Context: an optimization exercise on an open-source flow, tuned for small area, a short achievable clock period and few clock cycles. The choices shown serve that exercise and are no tape-out recipe.
In this exercise RTL edits were held to simulation tests only and were not proved equivalent to the original.
The flow treats the clock pin as an ideal source. Dropping or thinning the clock tree relies on that and would not hold on a real chip.
Power figures rest on the tool's default switching activity, not on a simulated workload.

Setup of v24:
==> flow/design.v <==
module lcd_ctrl(clk, reset, datain, cmd, cmd_valid, dataout, output_valid, busy);
input           clk;
input           reset;
input   [7:0]   datain;
input   [2:0]   cmd;
input           cmd_valid;
output reg [7:0]   dataout;
output reg         output_valid;
output reg         busy;
localparam REFLASH     = 3'd0;
localparam LOAD_DATA   = 3'd1;
localparam SHIFT_RIGHT = 3'd2;
localparam SHIFT_LEFT  = 3'd3;
localparam SHIFT_UP    = 3'd4;
localparam SHIFT_DOWN  = 3'd5;
reg [7:0] ring [0:35];
reg       loading;       
reg       mv_r;          
reg       mr, ml, mu, md;  
reg [1:0] wa;            
reg [1:0] wb1, wb0;      
reg [1:0] row, col;      
reg       active;        
reg [1:0] jr, jc;        
reg [1:0] ra, rb;        
reg       pend;          
reg       lpend;         
wire accept  = cmd_valid & ~busy;
wire is_load = accept & (cmd == LOAD_DATA);
function [1:0] inc3(input [1:0] x);
    inc3 = (x == 2'd2) ? 2'd0 : x + 2'd1;
endfunction
function [1:0] dec3(input [1:0] x);
    dec3 = (x == 2'd0) ? 2'd2 : x - 2'd1;
endfunction
wire acc_mv = accept & (cmd != LOAD_DATA);
wire mr_n = acc_mv & (cmd == SHIFT_RIGHT) & (col != 2'd3);
wire ml_n = acc_mv & (cmd == SHIFT_LEFT)  & (col != 2'd0);
wire mu_n = acc_mv & (cmd == SHIFT_UP)    & (row != 2'd0);
wire md_n = acc_mv & (cmd == SHIFT_DOWN)  & (row != 2'd3);
wire mv_n = mu | md;      
wire m0   = ~(mr | ml | mu | md);
wire       b0z = (wb0 == 2'd0);
wire [1:0] wb1_dec = dec3(wb1);
wire [1:0] wb1_inc = inc3(wb1);
wire [1:0] na  = ({2{m0}} & (wa - 2'd1)) | ({2{mr}} & wa) |
                 ({2{ml}} & (wa - 2'd2)) | ({2{mv_n}} & (wa + 2'd1));
wire [1:0] nb0 = ({2{mr}} & wb0) | ({2{ml}} & inc3(wb0)) |
                 ({2{~(mr | ml)}} & dec3(wb0));
wire [1:0] nb1 = ({2{m0}} & (b0z ? wb1_dec : wb1)) |
                 ({2{mr}} & wb1) |
                 ({2{ml}} & ((wb0 == 2'd2) ? wb1 : wb1_dec)) |
                 ({2{mu}} & (b0z ? wb1 : wb1_inc)) |
                 ({2{md}} & (b0z ? wb1_inc : wb1_dec));
wire [1:0] wa_n  = is_load ? 2'd2 : na;
wire [1:0] wb1_n = is_load ? 2'd1 : nb1;
wire [1:0] wb0_n = is_load ? 2'd2 : nb0;
wire last    = active & (jr == 2'd2) & (jc == 2'd2);
wire free    = ~active | last;
wire aligned = mr ? (wb0 == 2'd0) : ml ? (wb0 == 2'd2) : (wb0 == 2'd1);
wire ld_rdy  = lpend & (wa == 2'd0) & (wb1 == 2'd0) & (wb0 == 2'd1);
wire ld_end  = (wa == 2'd3) & (wb1 == 2'd2) & (wb0 == 2'd0);
wire start   = free & (ld_rdy | ((pend | mv_r) & aligned));
wire       nxt_row = (jc == 2'd2);
wire [1:0] jr_c = nxt_row ? jr + 2'd1 : jr;
wire [1:0] jc_c = nxt_row ? 2'd0 : jc + 2'd1;
wire [1:0] ra_c = nxt_row ? ra - 2'd1 : ra;       
wire [1:0] rb_c = nxt_row ? inc3(rb) : rb;        
wire t8_c  = (ra_c == 2'd0) & (rb_c == 2'd2);
wire t9_c  = (ra_c == 2'd3) & (rb_c == 2'd0);
wire t10_c = (ra_c == 2'd2) & (rb_c == 2'd1);
wire unsafe_go = ((jr_c != 2'd2) & (jc_c != 2'd2) & t10_c) |
                 ((jr_c == 2'd0) & (jc_c != 2'd2) & t8_c) |
                 ((jr_c == 2'd0) & t9_c);
wire unsafe_start = ((na == 2'd0) & (nb1 == 2'd2)) |
                    ((na == 2'd3) & (nb1 == 2'd0)) |
                    ((na == 2'd2) & (nb1 == 2'd1));
wire pend_n    = (pend | mv_r) & ~start;
wire lpend_n   = is_load | (lpend & ~ld_rdy);
wire loading_n = is_load | (loading & ~ld_end);
wire busy_n    = accept | loading_n | pend_n | lpend_n |
                 (start ? unsafe_start : (active & ~last & unsafe_go));
always @(posedge clk or posedge reset) begin
    if (reset) begin
        active       <= 1'b0;
        pend         <= 1'b0;
        lpend        <= 1'b0;
        loading      <= 1'b0;
        mv_r         <= 1'b0;
        busy         <= 1'b0;
        output_valid <= 1'b0;
    end else begin
        active       <= start | (active & ~last);
        pend         <= pend_n;
        lpend        <= lpend_n;
        loading      <= loading_n;
        mv_r         <= acc_mv;
        busy         <= busy_n;
        output_valid <= active;
    end
end
reg [7:0] rdata;
integer t;
always @(*) begin
    rdata = 8'd0;
    for (t = 0; t < 12; t = t + 1)
        if (ra == ((3 * t) % 4) && rb == (t % 3))
            rdata = rdata | ring[3 * t];
end
always @(posedge clk) begin
    mr    <= mr_n;
    ml    <= ml_n;
    mu    <= mu_n;
    md    <= md_n;
    wa    <= wa_n;
    wb1   <= wb1_n;
    wb0   <= wb0_n;
    dataout <= rdata;
    if (start) begin
        jr <= 2'd0;
        jc <= 2'd0;
        ra <= na;
        rb <= nb1;
    end else begin
        jr <= jr_c;
        jc <= jc_c;
        ra <= ra_c;
        rb <= rb_c;
    end
    if (is_load) begin
        row <= 2'd2;
        col <= 2'd2;
    end else begin
        if (mr) col <= col + 2'd1;
        if (ml) col <= col - 2'd1;
        if (mu) row <= row - 2'd1;
        if (md) row <= row + 2'd1;
    end
end
integer i;
always @(posedge clk) begin
    for (i = 0; i < 35; i = i + 1)
        ring[i] <= ring[i + 1];
    ring[35] <= loading ? datain : ring[0];
end
endmodule
==> flow/config.mk <==
export PLATFORM = sky130hd
export DESIGN_NAME = lcd_ctrl
export DESIGN_NICKNAME = lcd_ctrl
export VERILOG_FILES = /design/flow/design.v
export SDC_FILE = /design/flow/constraint.sdc
export NUM_CORES = 4
export LEC_CHECK = 0
export ABC_CLOCK_PERIOD_IN_PS = 2000
export CAP_MARGIN = 20
export CORE_MARGIN = 2
export CORE_UTILIZATION = 60
export CTS_CLUSTER_DIAMETER = 100
export CTS_CLUSTER_SIZE = 30
export SETUP_SLACK_MARGIN = 2.75
export SLEW_MARGIN = 20
==> flow/constraint.sdc <==
create_clock -name core_clock -period 4.5 [get_ports {clk}]
set_input_delay 0.9000 -clock core_clock [delete_from_list [all_inputs] [get_ports {clk}]]
set_output_delay 0.9000 -clock core_clock [all_outputs]
set_load 0.01 [all_outputs]
standard.sh (not shown) runs the stock make flow with config.mk's settings and CLKGATE_MAP_FILE= SYNTH_SCRIPT=/design/flow/synth_recipe.tcl, a recipe that flattens the netlist after the stock synthesis.
==> flow/flow/run.sh <==
#!/bin/bash
# The standard layout (the standard.sh: standard synthesis, floorplan,
# placement, CTS, routing), with two settings changed:
#  - port buffers are buf_4 cells instead of the default delay-buffer choice;
#  - CTS clusters sinks 30 at a time within 100 um and adds no dummy loads.
# All of standard.sh's output goes to standard.log in this folder.
set -euo pipefail
export BUFFER_PORTS_ARGS="-buffer_cell sky130_fd_sc_hd__buf_4"
export CTS_ARGS="-sink_clustering_enable -repair_clock_nets -sink_clustering_size 30 -sink_clustering_max_diameter 100 -dont_use_dummy_load"
bash standard.sh > standard.log 2>&1
v24: PASS, flow complete, no timing, DRC or antenna violations
Testbench counts of v24, summed over its fixed seeds: cycles 148,278.
--- input diff v24..v16 ---
Settings: swapping 2000 for 1700 in ABC_CLOCK_PERIOD_IN_PS; swapping 2.75 for 2.8 in SETUP_SLACK_MARGIN.
==> flow/run.sh (new file) <==
#!/bin/bash
# synth_recipe.tcl (not shown) runs the flow's synth.tcl, then flattens the netlist and writes it again
# the make line also repeats each setting of config.mk as NAME=value (left out here)
make -C /OpenROAD-flow-scripts/flow DESIGN_CONFIG=/design/flow/config.mk WORK_HOME=/design/flow/orfs CLKGATE_MAP_FILE= SYNTH_SCRIPT=/design/flow/synth_recipe.tcl finish
removed: flow/flow/run.sh
removed: flow/standard.sh
--- outcome ---
v16 completed every stage of the flow, and the final layout passed the timing, DRC and antenna checks.
v16 and v24 ended up with nearly the same sequential group power.
From v24 to v16 the numbers moved as follows: estimated wirelength of the detail-placed design about even, non-clock buffer count rose 3.6%, global-route usage fell 0.38 points.
Total number of vias: v16 better than v24
Non-filler instance count after layout (higher): v16
The number of vias per cell reported for v16 is smaller than that of v24 by 1.7%.
diff inputs: v16 => v44
Settings: ABC_AREA now 1, previously not set; ABC_CLOCK_PERIOD_IN_PS no longer set, was 1700; SETUP_SLACK_MARGIN now 2.5, was 2.8.
[summary]
No stage failed in v44, and the final checks on the layout all came back clean.
On final cycle utilization of the critical path, the lower figure sits with v16, not v44.
Summary of v44 over v16: setup slack decreased 21 ps; floorplan die area increased 0.84%.
Input-level comparison between v42 and v44:
Settings: clearing ABC_AREA, which used to be 1; swapping 2.5 for 2.65 in SETUP_SLACK_MARGIN; putting ABC_CLOCK_PERIOD_IN_PS at 2000 where nothing was set.
==> flow/flow/run.sh (new file) <==
#!/bin/bash
# The standard layout (the standard.sh: standard synthesis, floorplan,
# placement, CTS, routing), with two settings changed:
#  - port buffers are buf_2 cells instead of the default delay-buffer choice;
#  - CTS clusters sinks 30 at a time within 100 um and adds no dummy loads.
# All of standard.sh's output goes to standard.log in this folder.
set -euo pipefail
export BUFFER_PORTS_ARGS="-buffer_cell sky130_fd_sc_hd__buf_2"
export CTS_ARGS="-sink_clustering_enable -repair_clock_nets -sink_clustering_size 30 -sink_clustering_max_diameter 100 -dont_use_dummy_load"
bash standard.sh > standard.log 2>&1
==> flow/standard.sh (new file) <==
#!/bin/bash
# synth_recipe.tcl (not shown) runs the flow's synth.tcl, then flattens the netlist and writes it again
# the make line also repeats each setting of config.mk as NAME=value (left out here)
make -C /OpenROAD-flow-scripts/flow DESIGN_CONFIG=/design/flow/config.mk WORK_HOME=/design/flow/orfs CLKGATE_MAP_FILE= SYNTH_SCRIPT=/design/flow/synth_recipe.tcl "${@:-finish}"
removed: flow/run.sh
## What came out
- Delta (v42 minus v44): sequential cell area in the final layout went up; wire length of the first global-routing pass down 950 µm; met3 usage fell by 0.95 points.
- Between v42 and v44, the met2 routed wirelength figures differ only marginally.
- Summary: with v44 as the reference, total detailed-routing wirelength in v42 moved down by a few percent.
- Compared with v44, in v42 sequential power went down by about 11%; number of sequential cells was more or less identical.
- Compared with v44, v42 shows a maximum number of pins on one net before global-route repair that is 1 lower.
- Compared v42 vs v44, and worst hold margin is down in v42.
- Max freq v44 -> v42: improved
diff inputs: v42 => v55
==> flow/flow/run.sh <==
#!/bin/bash
# The standard layout (the standard.sh: standard synthesis, floorplan,
# placement, CTS, routing), with these changes:
#  - port buffers are buf_2 cells instead of the default delay-buffer choice;
#  - CTS clusters sinks 30 at a time within 100 um and adds no dummy loads;
#  - after CTS, the middle level of the clock tree is removed, so the root
#    clock buffer drives the leaf clock buffers directly (flatten_clock.tcl).
# Each tool's output goes to its own log in this folder.
set -euo pipefail
export BUFFER_PORTS_ARGS="-buffer_cell sky130_fd_sc_hd__buf_2"
export CTS_ARGS="-sink_clustering_enable -repair_clock_nets -sink_clustering_size 30 -sink_clustering_max_diameter 100 -dont_use_dummy_load"
bash standard.sh cts > standard_cts.log 2>&1
CTS_ODB=$PWD/orfs/results/sky130hd/lcd_ctrl/base/4_cts.odb \
  openroad -no_init -exit flow/flatten_clock.tcl > flatten_clock.log 2>&1
bash standard.sh > standard.log 2>&1
==> flow/flow/flatten_clock.tcl (new file) <==
# Remove the middle level of the clock tree that CTS built: every clock
# buffer that is driven by the root clock buffer (the one the clock port
# drives) and drives only clock buffers is taken out, and its loads are
# driven by the root buffer directly.  All registers stay at the same depth
# (port -> root buffer -> leaf buffer -> register), so the tree stays
# balanced; it only gets one stage shorter.
read_db $::env(CTS_ODB)
set block [ord::get_db_block]
proc is_clkbuf {inst} {
  return [string match "sky130_fd_sc_hd__clkbuf_*" [[$inst getMaster] getName]]
}
set removed 0
foreach inst [$block getInsts] {
  if {![is_clkbuf $inst]} { continue }
  set a [$inst findITerm A]
  set x [$inst findITerm X]
  set in [$a getNet]
  set out [$x getNet]
  if {$in == "NULL" || $out == "NULL"} { continue }
  set drv ""
  foreach it [$in getITerms] {
    if {[$it isOutputSignal]} { set drv [$it getInst] }
  }
  if {$drv == "" || ![is_clkbuf $drv]} { continue }
  set dnet [[$drv findITerm A] getNet]
  if {$dnet == "NULL" || [llength [$dnet getBTerms]] == 0} { continue }
  set ok 1
  foreach it [$out getITerms] {
    if {$it != $x && ![is_clkbuf [$it getInst]]} { set ok 0 }
  }
  if {!$ok} { continue }
  puts "bypass [$inst getName]: loads of [$out getName] move to [$in getName]"
  foreach it [$out getITerms] {
    if {$it != $x} {
      $it disconnect
      $it connect $in
    }
  }
  $a disconnect
  $x disconnect
  odb::dbInst_destroy $inst
  odb::dbNet_destroy $out
  incr removed
}
puts "removed $removed clock buffers"
write_db $::env(CTS_ODB)
==> run summary <==
v55 and v42 all finish clean.
Between v55 and v42, the sequential share of layout area is higher for v55.
Cmp v55 vs v42: met3 track utilization from global routing higher in v55
v42 -> v55: fraction of power consumed by combinational cells flat
Reported for v55 and v42, post-synthesis net count turned out identical to the last digit.
v55 -> v42: first-pass GRT wire length flat
On layout cell share with drive strength beyond 1, the lower figure sits with v55, not v42.
| power | v55 vs v42 | better |

re-timing with driven ports:
Ports are ideal in the flow. The routed layouts listed here were re-timed in OpenROAD. Step 1, drivers: a clkbuf_16 drives clk and a buf_2 each remaining input, both assumed. Step 2 moves the port delays by t, midway between the first and last clock arrival at a register: inputs arrive t later, outputs are due t later. That takes back most of the time a late clock gives input paths. Slacks: ideal ports / drivers / drivers and shift; pairs: ideal ports / drivers.
run	t (ns)	setup WS [ns]	hold slack, ns	worst setup path at the end
v24	0.508	2.585 / 2.543 / 2.564	0.316 / 0.316 / 0.316	input to register
v16	0.518	2.556 / 2.516 / 2.330	0.322 / 0.322 / 0.322	input to register
v44	0.524	2.535 / 2.491 / 2.138	0.328 / 0.328 / 0.328	input to register
v42	0.497	2.593 / 2.554 / 2.629	0.314 / 0.308 / 0.314	input to register
v55	0.444	2.642 / 2.604 / 2.634	0.314 / 0.314 / 0.314	input to register
After both steps setup and hold are still met in every run listed. The setup slack of v44, which loses most, moves by -0.044 ns with the drivers and by -0.397 ns with both steps.
